This design comes from an exercise in tuning for small area on the open sky130 flow, not from production work. Only simulation tests tie the RTL to the original design; equivalence was not proved.

JK:
==> flow/design.v (excerpt) <==
module Paddle_Top(i_Clk, i_Rst, i_Switch_1, i_Switch_2, i_Switch_3, i_Switch_4, i_UART_RX, o_UART_TX, o_Segment1_A, o_Segment1_B, o_Segment1_C, o_Segment1_D, o_Segment1_E, o_Segment1_F, o_Segment1_G, o_Segment2_A, o_Segment2_B, o_Segment2_C, o_Segment2_D, o_Segment2_E, o_Segment2_F
, o_Segment2_G, o_VGA_HSync, o_VGA_VSync, o_VGA_Red_0, o_VGA_Red_1, o_VGA_Red_2, o_VGA_Green_0, o_VGA_Green_1, o_VGA_Green_2, o_VGA_Blue_0, o_VGA_Blue_1, o_VGA_Blue_2);
  input i_Clk;
  wire i_Clk;
  input i_Rst;
  wire i_Rst;
  input i_Switch_1;
  wire i_Switch_1;
  input i_Switch_2;
  wire i_Switch_2;
  input i_Switch_3;
  wire i_Switch_3;
  input i_Switch_4;
  wire i_Switch_4;
  input i_UART_RX;
  wire i_UART_RX;
  output o_UART_TX;
  reg o_UART_TX;
  output o_Segment1_A;
  wire o_Segment1_A;
  output o_Segment1_B;
  wire o_Segment1_B;
  output o_Segment1_C;
  wire o_Segment1_C;
  output o_Segment1_D;
  wire o_Segment1_D;
  output o_Segment1_E;
  wire o_Segment1_E;
  output o_Segment1_F;
  wire o_Segment1_F;
  output o_Segment1_G;
  wire o_Segment1_G;
  output o_Segment2_A;
  wire o_Segment2_A;
  output o_Segment2_B;
  wire o_Segment2_B;
  output o_Segment2_C;
  wire o_Segment2_C;
  output o_Segment2_D;
  wire o_Segment2_D;
  output o_Segment2_E;
  wire o_Segment2_E;
  output o_Segment2_F;
  wire o_Segment2_F;
  output o_Segment2_G;
  wire o_Segment2_G;
  output o_VGA_HSync;
  wire o_VGA_HSync;
  output o_VGA_VSync;
  wire o_VGA_VSync;
  output o_VGA_Red_0;
  wire o_VGA_Red_0;
  output o_VGA_Red_1;
  wire o_VGA_Red_1;
  output o_VGA_Red_2;
  wire o_VGA_Red_2;
  output o_VGA_Green_0;
  wire o_VGA_Green_0;
  output o_VGA_Green_1;
  wire o_VGA_Green_1;
  output o_VGA_Green_2;
  wire o_VGA_Green_2;
  output o_VGA_Blue_0;
  reg o_VGA_Blue_0;
  output o_VGA_Blue_1;
  wire o_VGA_Blue_1;
  output o_VGA_Blue_2;
  wire o_VGA_Blue_2;
  wire _0531_;
  wire _0532_;
  wire _0533_;
  wire _0534_;
  wire _0535_;
  wire _0536_;
  wire _0537_;
  wire _0538_;
  ...
Size in the first run: about 660 cells after synthesis, about 5400 µm² of cells after synthesis.
export LEC_CHECK = 0
export ABC_AREA = 1
export CAP_MARGIN = 20
export CORE_MARGIN = 2
export CORE_UTILIZATION = 40
export PLACE_DENSITY = 0.6
export SLEW_MARGIN = 20
create_clock -name core_clock -period 8.0 [get_ports {i_Clk}]
standard.sh (not shown) runs the stock make flow with config.mk's settings and CLKGATE_MAP_FILE= SYNTH_SCRIPT=/design/flow/synth_recipe.tcl, a recipe that flattens the netlist after the stock synthesis.
==> flow/flow/run.sh <==
#!/bin/bash
# Own layout flow: the standard flow (standard.sh) with three changes:
#  - after the standard synthesis, its combinational logic is mapped again
#    for area with ABC's amap (flow/remap.ys); registers keep their cells
#    and names;
#  - ports are buffered with the smallest buffer (sky130_fd_sc_hd__buf_1);
#  - clock tree synthesis uses clkbuf_4 buffers and inserts no dummy loads.
# Tool output: ORFS logs under orfs/logs/, make output in flow_synth.log and
# flow_make.log, the re-mapping in remap.log.
set -euo pipefail
R=orfs/results/$FLOW_PLATFORM/Paddle_Top/base
LIB=$FLOW_HOME/platforms/sky130hd/lib/sky130_fd_sc_hd__tt_025C_1v80.lib
DONTUSE="-dont_use *probe* -dont_use *lpflow*"
bash standard.sh synth > flow_synth.log 2>&1
cp $R/1_2_yosys.v $R/1_2_yosys_standard.v
sed -e "s#@LIB@#$LIB#g" -e "s#@IN@#$R/1_2_yosys_standard.v#" -e "s#@OUT@#$R/1_2_yosys_remap.v#" \
    -e "s#@TOP@#$FLOW_TOP#" -e "s#@DONTUSE@#$DONTUSE -dont_use *clkbuf* -dont_use *clkinv* -dont_use *dly*#" \
    flow/remap.ys > remap_run.ys
yosys -l remap.log remap_run.ys > /dev/null
cp $R/1_2_yosys_remap.v $R/1_2_yosys.v
export BUFFER_PORTS_ARGS="-buffer_cell sky130_fd_sc_hd__buf_1"
export CTS_ARGS="-sink_clustering_enable -repair_clock_nets -buf_list sky130_fd_sc_hd__clkbuf_4 -sink_buffer_max_cap_derate 0.7 -dont_use_dummy_load"
bash standard.sh finish > flow_make.log 2>&1
==> flow/flow/remap.ys <==
# Re-map the combinational logic of the standard synthesis for area.
# Registers (dfxtp/edfxtp) and tie cells are kept as they are, with their
# names; every other cell is replaced by its function and mapped again by
# ABC with an area-only script (no buffering or upsizing), then the
# standard synthesis's closing steps are repeated.
read_liberty -ignore_miss_func @LIB@
read_verilog @IN@
hierarchy -top @TOP@
blackbox sky130_fd_sc_hd__dfxtp_1 sky130_fd_sc_hd__edfxtp_1 sky130_fd_sc_hd__conb_1
flatten
rename -hide w:*.*
opt_clean -purge
abc -liberty @LIB@ @DONTUSE@ -script "+strash;dch -f;amap -F 200 -A 200;topo"
opt_clean -purge
read_liberty -lib -ignore_redef @LIB@
hilomap -singleton -hicell sky130_fd_sc_hd__conb_1 HI -locell sky130_fd_sc_hd__conb_1 LO
insbuf -buf sky130_fd_sc_hd__buf_4 A X
opt_clean -purge
tee -o remap_stat.txt stat -liberty @LIB@
check -assert
write_verilog -noattr -nohex -nodec @OUT@
JK finished all stages; the layout is clean.
Setup changes, JK to MS
--- a/flow/flow/run.sh
+++ b/flow/flow/run.sh
@@ -20,4 +20,4 @@
 cp $R/1_2_yosys_remap.v $R/1_2_yosys.v
 export BUFFER_PORTS_ARGS="-buffer_cell sky130_fd_sc_hd__buf_1"
-export CTS_ARGS="-sink_clustering_enable -repair_clock_nets -buf_list sky130_fd_sc_hd__clkbuf_4 -sink_buffer_max_cap_derate 0.7 -dont_use_dummy_load"
+export CTS_ARGS="-sink_clustering_enable -repair_clock_nets -buf_list sky130_fd_sc_hd__clkbuf_4 -dont_use_dummy_load"
 bash standard.sh finish > flow_make.log 2>&1
==> comparison <==
Between JK and MS, the global routing usage on met1 does not differ in any meaningful way. Between MS and JK, the difference in instance count of the mapped netlist is negligible. Comparing JK against MS, there is no change at all in placed wire-length estimate after detailed placement. There was hardly any difference in number of antenna violations at the first check in global routing between JK and MS. Wire length reported by the detailed router came out exactly the same in MS and JK. Comparing JK against MS, there is no change at all in area fraction of clock buffers and clock inverters. Final standard cell utilization of the core: JK vs MS, no meaningful difference. Comparing JK against MS, there is no change at all in ratio of cells with drive above 1 in the final layout. Layout-stage area growth over the synthesis result: JK vs MS identical. Comparing MS against JK, there is no change at all in post-route fraction of the period consumed by the critical path.
Inputs modified between MS and AL:
--- a/flow/flow/run.sh
+++ b/flow/flow/run.sh
@@ -20,4 +20,4 @@
 cp $R/1_2_yosys_remap.v $R/1_2_yosys.v
 export BUFFER_PORTS_ARGS="-buffer_cell sky130_fd_sc_hd__buf_1"
-export CTS_ARGS="-sink_clustering_enable -repair_clock_nets -buf_list sky130_fd_sc_hd__clkbuf_4 -dont_use_dummy_load"
+export CTS_ARGS="-sink_clustering_enable -repair_clock_nets -buf_list sky130_fd_sc_hd__clkbuf_4 -root_buf sky130_fd_sc_hd__clkbuf_8 -dont_use_dummy_load"
 bash standard.sh finish > flow_make.log 2>&1
### Flow results
Any difference in sequential share of cell area between MS and AL is small enough to ignore.
MS and AL ended up with nearly the same share of the core filled with cells in the final layout.
Worst setup slack, MS and AL, lower one = MS.
On total detailed-routing wirelength, MS and AL are neck and neck.
What TR does differently from AL at the input level:
--- a/flow/flow/run.sh
+++ b/flow/flow/run.sh
@@ -20,4 +20,4 @@
 cp $R/1_2_yosys_remap.v $R/1_2_yosys.v
 export BUFFER_PORTS_ARGS="-buffer_cell sky130_fd_sc_hd__buf_1"
-export CTS_ARGS="-sink_clustering_enable -repair_clock_nets -buf_list sky130_fd_sc_hd__clkbuf_4 -root_buf sky130_fd_sc_hd__clkbuf_8 -dont_use_dummy_load"
+export CTS_ARGS="-sink_clustering_enable -repair_clock_nets -buf_list sky130_fd_sc_hd__clkbuf_4 -sink_clustering_max_diameter 40 -dont_use_dummy_load"
 bash standard.sh finish > flow_make.log 2>&1
- TR closes out successfully: all stages finished, all timing, DRC and antenna checks passed.
- On count of filler cells inserted in the layout, TR and AL are neck and neck.
- ~same area added between synthesis and finish in TR and AL
- Register share of the cell area of TR is on par with AL.
- Post-route worst hold slack essentially unchanged between TR and AL.
- TR vs. AL: clock-cell share of area closely matched the old numbers; layout multi-input combinational cell count closely matched the old numbers.

static timing again, ports no longer ideal:
How much do the figures lean on ideal ports? The routed layouts below were timed once more, with nothing changed but the port constraints.
Step 1 sets driving cells, clkbuf_16 on the clock port and buf_2 on the other inputs (assumed; they add their load-dependent delay and slew).
Step 2 adds t to the input delays and takes it off the output delays; t is the mean of the earliest and latest rising clock arrival at the registers after step 1. Input paths then give back, and output paths get back, about the clock's delay inside the block.
Slacks: ideal / step 1 / step 2; pairs: ideal / step 1.
run | t, ns | slack for setup (ns) | worst slew at a driven data input, ns
JK | 0.544 | 3.691 / 3.653 / 4.198 | 0.03
MS | 0.544 | 3.691 / 3.653 / 4.198 | 0.03
AL | 0.442 | 3.796 / 3.757 / 4.199 | 0.03
TR | 0.544 | 3.691 / 3.653 / 4.198 | 0.03
After both steps setup and hold are still met in every run listed.
